From an optimization exercise on the open Yosys and OpenROAD flow, aimed at small area, a short achievable clock period and few clock cycles per item; shortcuts taken in it are not production practice.
Only simulation tests tie the RTL to the original design; equivalence was not proved.

## flow/design.v (module list and top-level ports; edited modules follow where they fit)
// module PixelSolver: 9798 lines
module PixelSolver (
  input               io_cmd_valid,
  output              io_cmd_ready,
  input      [27:0]   io_cmd_payload_x,
  input      [27:0]   io_cmd_payload_y,
  output              io_rsp_valid,
  input               io_rsp_ready,
  output     [5:0]    io_rsp_payload_iteration,
  input               clk,
  input               reset
);
  // ...
==> flow/run.sh <==
#!/bin/bash
# synth_recipe.tcl (not shown) runs the flow's synth.tcl, then flattens the netlist and writes it again
# the make line also repeats each setting of config.mk as NAME=value (left out here)
make -C /OpenROAD-flow-scripts/flow DESIGN_CONFIG=/design/flow/config.mk WORK_HOME=/design/flow/orfs CLKGATE_MAP_FILE= SYNTH_SCRIPT=/design/flow/synth_recipe.tcl finish
==> flow/config.mk <==
export PLATFORM = sky130hd
export DESIGN_NAME = PixelSolver
export DESIGN_NICKNAME = PixelSolver
export VERILOG_FILES = /design/flow/design.v
export SDC_FILE = /design/flow/constraint.sdc
export NUM_CORES = 4
export LEC_CHECK = 0
export CAP_MARGIN = 20
export CORE_MARGIN = 2
export CORE_UTILIZATION = 40
export SLEW_MARGIN = 20
==> flow/constraint.sdc <==
create_clock -name core_clock -period 12.0 [get_ports {clk}]
set_input_delay 2.4000 -clock core_clock [delete_from_list [all_inputs] [get_ports {clk}]]
set_output_delay 2.4000 -clock core_clock [all_outputs]
set_load 0.01 [all_outputs]
==> reports/metrics.cfg, run 1 <==
[sta]
setup_tns_ns = 0
slew-limit-headroom = 0.2800
hold_violations = 0
slew_violations = 0

[worst_setup_path]
reg2reg_depth = 31
path_common_cell = fa_1
cp_top_family = adder cells
max_stage_delay_ns = 0.61

[global_routing]
antenna_found_initial = 1

[finish]
design_area_mm2 = 0.06440
top_area_cell_class = multi-input gates
inv_count = 1728
num-nonclk-buffers = 186
syn_to_final_growth_pct = 5.771

[yosys]
avgSynthCellArea_um2 = 9.505
syn_area_mm2 = 0.06088
synth_adder_area_share = 0.5719
synth_top_family_by_area = adder cells
yosys.cell_types.count = 73

[floorplanning]
die_y_um = 394.1
io-pin-count = 68
design.core.area_mm2 = 0.1515
die_area_mm2 = 0.1553
floorplan.die.width_um = 394.1

[clock_network]
ctsResizeCount = 0

[placement]
dp_slack_ns = 1.360

[outcome]
status = no timing/DRC/antenna violations

Testbench counts, summed over its fixed seeds: cycles 16,063, pixels 2,048.
==> run 2, diff against run 1 <==
--- a/flow/config.mk
+++ b/flow/config.mk
@@ -8,4 +8,5 @@
 export CAP_MARGIN = 20
 export CORE_MARGIN = 2
 export CORE_UTILIZATION = 40
+export SETUP_SLACK_MARGIN = 4
 export SLEW_MARGIN = 20
==> run 2 against run 1 <==
Sequential cell count unchanged. Maximum frequency up 13%. Die area unchanged. Register-to-register slack better by 1.2 ns. Highest routed layer is now met4.
==> reports/metrics.cfg, run 2 <==
[clock_network]
htreeDepth = 4  ; unchanged
clock-root-buffer = clkbuf_16  ; unchanged
cts_buffer_depth = 2  ; unchanged
clock-sinks = 183  ; unchanged
cts_buffers = 17  ; unchanged
clock_latency_ns = 0.56  ; was 0.54 ns
cts.clk_slew.worst_paths_ns = 0.09  ; was 0.10 ns
cts_tree = built  ; unchanged

[sta]
worst_slew_pin_slew_ns = 0.9796  ; was 1.080 ns
setup_tns_ns = 0  ; unchanged
layout_min_cycle_time_ns = 9.544  ; was 10.76 ns
skew_ns = 0.02720  ; was 0.02217 ns
setup_ws_ns = 2.456  ; was 1.242 ns
slew-limit-headroom = 0.3469  ; was 0.2800
rsz0062_at_grt = true  ; was false
fmax_mhz = 104.8  ; was 92.95 MHz
period_share = 0.7954  ; was 0.8965
setup_viol = 0  ; unchanged
timing.hold.ws_ns = 0.5244  ; was 0.5200 ns
hold_violations = 0  ; unchanged
slew_violations = 0  ; unchanged

[yosys]
ys_seq_area_frac = 0.08903  ; unchanged
yosysTopAreaCell = fa_1  ; unchanged
synth_nets = 8360  ; unchanged
synth_ff_type = edfxtp_1  ; unchanged
syn_inst = 6405  ; unchanged
synth_edf_count = 174  ; unchanged
yosysMostFrequentCell = inv_1  ; unchanged
yosys_warnings = 1  ; unchanged
avgSynthCellArea_um2 = 9.505  ; unchanged
synth-seq-cells = 183  ; unchanged
async_reset_ff_frac = 0.01639  ; unchanged
syn_area_mm2 = 0.06088  ; unchanged
synth_top_area_frac = 0.4867  ; unchanged
ys_top_cells_by_count = inv_1, fa_1, nand2_1  ; unchanged
yosys.cell_types.count = 73  ; unchanged
synth_area_leaders = fa_1, inv_1, edfxtp_1  ; unchanged

[finish]
final_cell_count_no_fill = 8577  ; was 8,322
design_area_mm2 = 0.06856  ; was 0.06440 mm2
layout_commonest_cell = inv_1  ; unchanged
syn_to_final_growth_pct = 12.61  ; was 5.771%
final_layout_size_suffix_gt1_frac = 0.1068  ; was 0.04387
final_cell_mix = inv_1, fa_1, nand2_1  ; unchanged
layout.nets = 8487  ; was 8,234
fill_cells = 14450  ; was 14.88k

[detailed_routing]
viasPerCell = 5.124  ; was 5.091
dr.pass1.iters = 6  ; unchanged
route.vias.total = 43950  ; was 42.37k
drt_wl_total_um = 184700  ; was 173,300 um
wire_per_inst_um = 21.53  ; was 20.83 um
drc = 0  ; unchanged
drt_iter0_markers = 3070  ; was 2,953
ant_nets = 0  ; unchanged

[worst_hold_path]
hp-start = it[5]  ; was it[4]
min_path_type = flop to flop  ; unchanged
hold_depth = 2  ; unchanged
min_to = it[5]  ; was it[4]

[worst_setup_path]
reg2reg_slack_ns = 2.46  ; was 1.24 ns
reg2reg_depth = 34  ; was 31
cp_top_family = adder cells  ; unchanged
cp.depth = 34  ; was 31
cp.arrival_ns = 9.86  ; was 11.05 ns
crit_buf_inv = 11  ; was 7
cp-end-kind = flop  ; unchanged
timing.rr.start = y[21]  ; was x[12]
max_stage_delay_ns = 0.73  ; was 0.61 ns
cp_slowest_cell = edfxtp_1  ; was o311ai_0
cp_max_fo = 11  ; was 34
cp-start-kind = flop  ; unchanged
critPathKind = flop to flop  ; unchanged
r2r-end = x[0]  ; was x[1]
path_common_cell = fa_1  ; unchanged
crit_required_ns = 12.31  ; was 12.29 ns

[placement]
place.gp.congestion = 0.9056  ; was 0.9468
dp_cells = 8293  ; was 8,290
place_area_mm2 = 0.06406  ; was 0.06380 mm2
port_buffers = 67  ; unchanged
dp_slack_ns = 1.350  ; was 1.360 ns
dp_hpwl_um = 134100  ; was 133,600 um

[global_routing]
grt_pass1_vias = 48480  ; was 47.24k
grt_usage = 0.2467  ; was 0.2343
antenna_found_initial = 3  ; was 1
overflow = 0  ; unchanged
grt_pass1_wl_um = 289500  ; was 277,800 um
grt_max_degree = 59  ; was 60

[job]
max_cap_viol_count = 0  ; unchanged

[floorplanning]
design.core.area_mm2 = 0.1515  ; unchanged
io-pin-count = 68  ; unchanged
rows = 143  ; unchanged
die_y_um = 394.1  ; unchanged
initial_utilization = 0.4017  ; unchanged
die_area_mm2 = 0.1553  ; unchanged
floorplan.die.width_um = 394.1  ; unchanged

[outcome]
status = no timing/DRC/antenna violations  ; unchanged

[run 2: cell types whose count changed in the layout (fill, tap and decap cells not counted), moves of 18 or more]
cell,before,now
inv_2,2,32
inv_1,1723,1680
buf_12,7,55
buf_6,0,41
buf_4,112,238
ha_1,415,394
buf_16,0,18
fa_2,0,42
fa_1,1480,1438
[run 2: worst max-delay path by stage]
stage	from	to	slack, ns
floorplan	x[22]	x[0]	2.73
global placement	x[18]	y[1]	1.47
detailed placement	x[18]	y[0]	1.35
CTS	x[25]	x[0]	2.66
global route	x[25]	x[0]	2.27
finish	y[21]	x[0]	2.46
[run 2: per-layer routing]
metal | vias up | wire length (um) | track usage
met3 | 418 | 13190 | 0.04043
met5 | - | 0 | 0
met4 | 0 | 8953 | 0.1076
met1 | 23010 | 72300 | 0.3154
met2 | 1755 | 90230 | 0.4129
li1 | 18760 | - | -
[run 2: metrics by stage]
stage / utilization
after floorplan: -
after global placement: 0.4227
after detailed placement: 0.4227
after CTS: 0.4486
after global routing: 0.4524
final: 0.4524
[run 2: area by class of cell]
type	count	area, um2	area share
inverter	1728	6538	0.09536
timing repair buffer	438	4959	0.07233
clock buffer	17	425.4	0.006205
tap	2030	2540	0.03705
antenna	2	5.005	0.00007300
clock inverter	15	187.7	0.002738
multi-input combinational	4164	48480	0.7071
sequential	183	5424	0.07911
[run 2: cell families (layout without fill, tap and decap cells)]
kind of cell             count (synthesis)  after routing  share of synthesized area
multiplexers                           115            115                    0.02423
adder cells (fa/ha/maj)               1895           1895                     0.5719
AO/OA/AOI/OAI                          325            325                    0.03578
AND/OR/NAND/NOR                       1723           1724                     0.1360
flip-flops                             183            183                    0.08903
other                                    0              2                          0
XOR/XNOR                               105            105                    0.01533
buffers and inverters                 2059           2198                     0.1277
[run 2: worst reg2reg max path: cells and delay by family (launching register included)]
family	cells	cell delay, ns
muxes	1	0.34
and+or+nand+nor	4	0.37
adders and majority gates	11	4.92
DFF	1	0.73
buffers and inverters	11	1.36
xor gates and xnor gates	1	0.20
AOI/OAI and AO/OA	6	1.39
[run 2: timing repair]
| action | in CTS | in global routing |
|---|---|---|
| pin swaps | 75 | 64 |
| cloned | 26 | 0 |
| hold buffers | 0 | 0 |
| buffers inserted | 181 | 43 |
| resized for setup | 233 | 55 |
| endpoints found under the setup margin | 189 | 189 |

[what the ideal ports hide]
The flow's constraints put no driver on any port. The routed layouts listed below were extracted and timed again, unchanged, in two steps. Step 1, drivers: a clkbuf_16 drives clk and a buf_2 each remaining input, both assumed. Step 2 also shifts input and output timing later by t, the mid clock arrival at the registers, as if the neighbouring blocks saw the same clock. Slacks: ideal ports / drivers / drivers and shift; pairs: ideal ports / drivers.
run | t (ns) | setup WS [ns] | clock arrival spread, ns | pins driven straight from the clock port
run 1 | 0.601 | 1.242 / 1.242 / 1.242 | 0.022 / 0.022 | 1
run 2 | 0.629 | 2.456 / 2.456 / 2.456 | 0.027 / 0.027 | 1
After both steps setup and hold are still met in every run listed.
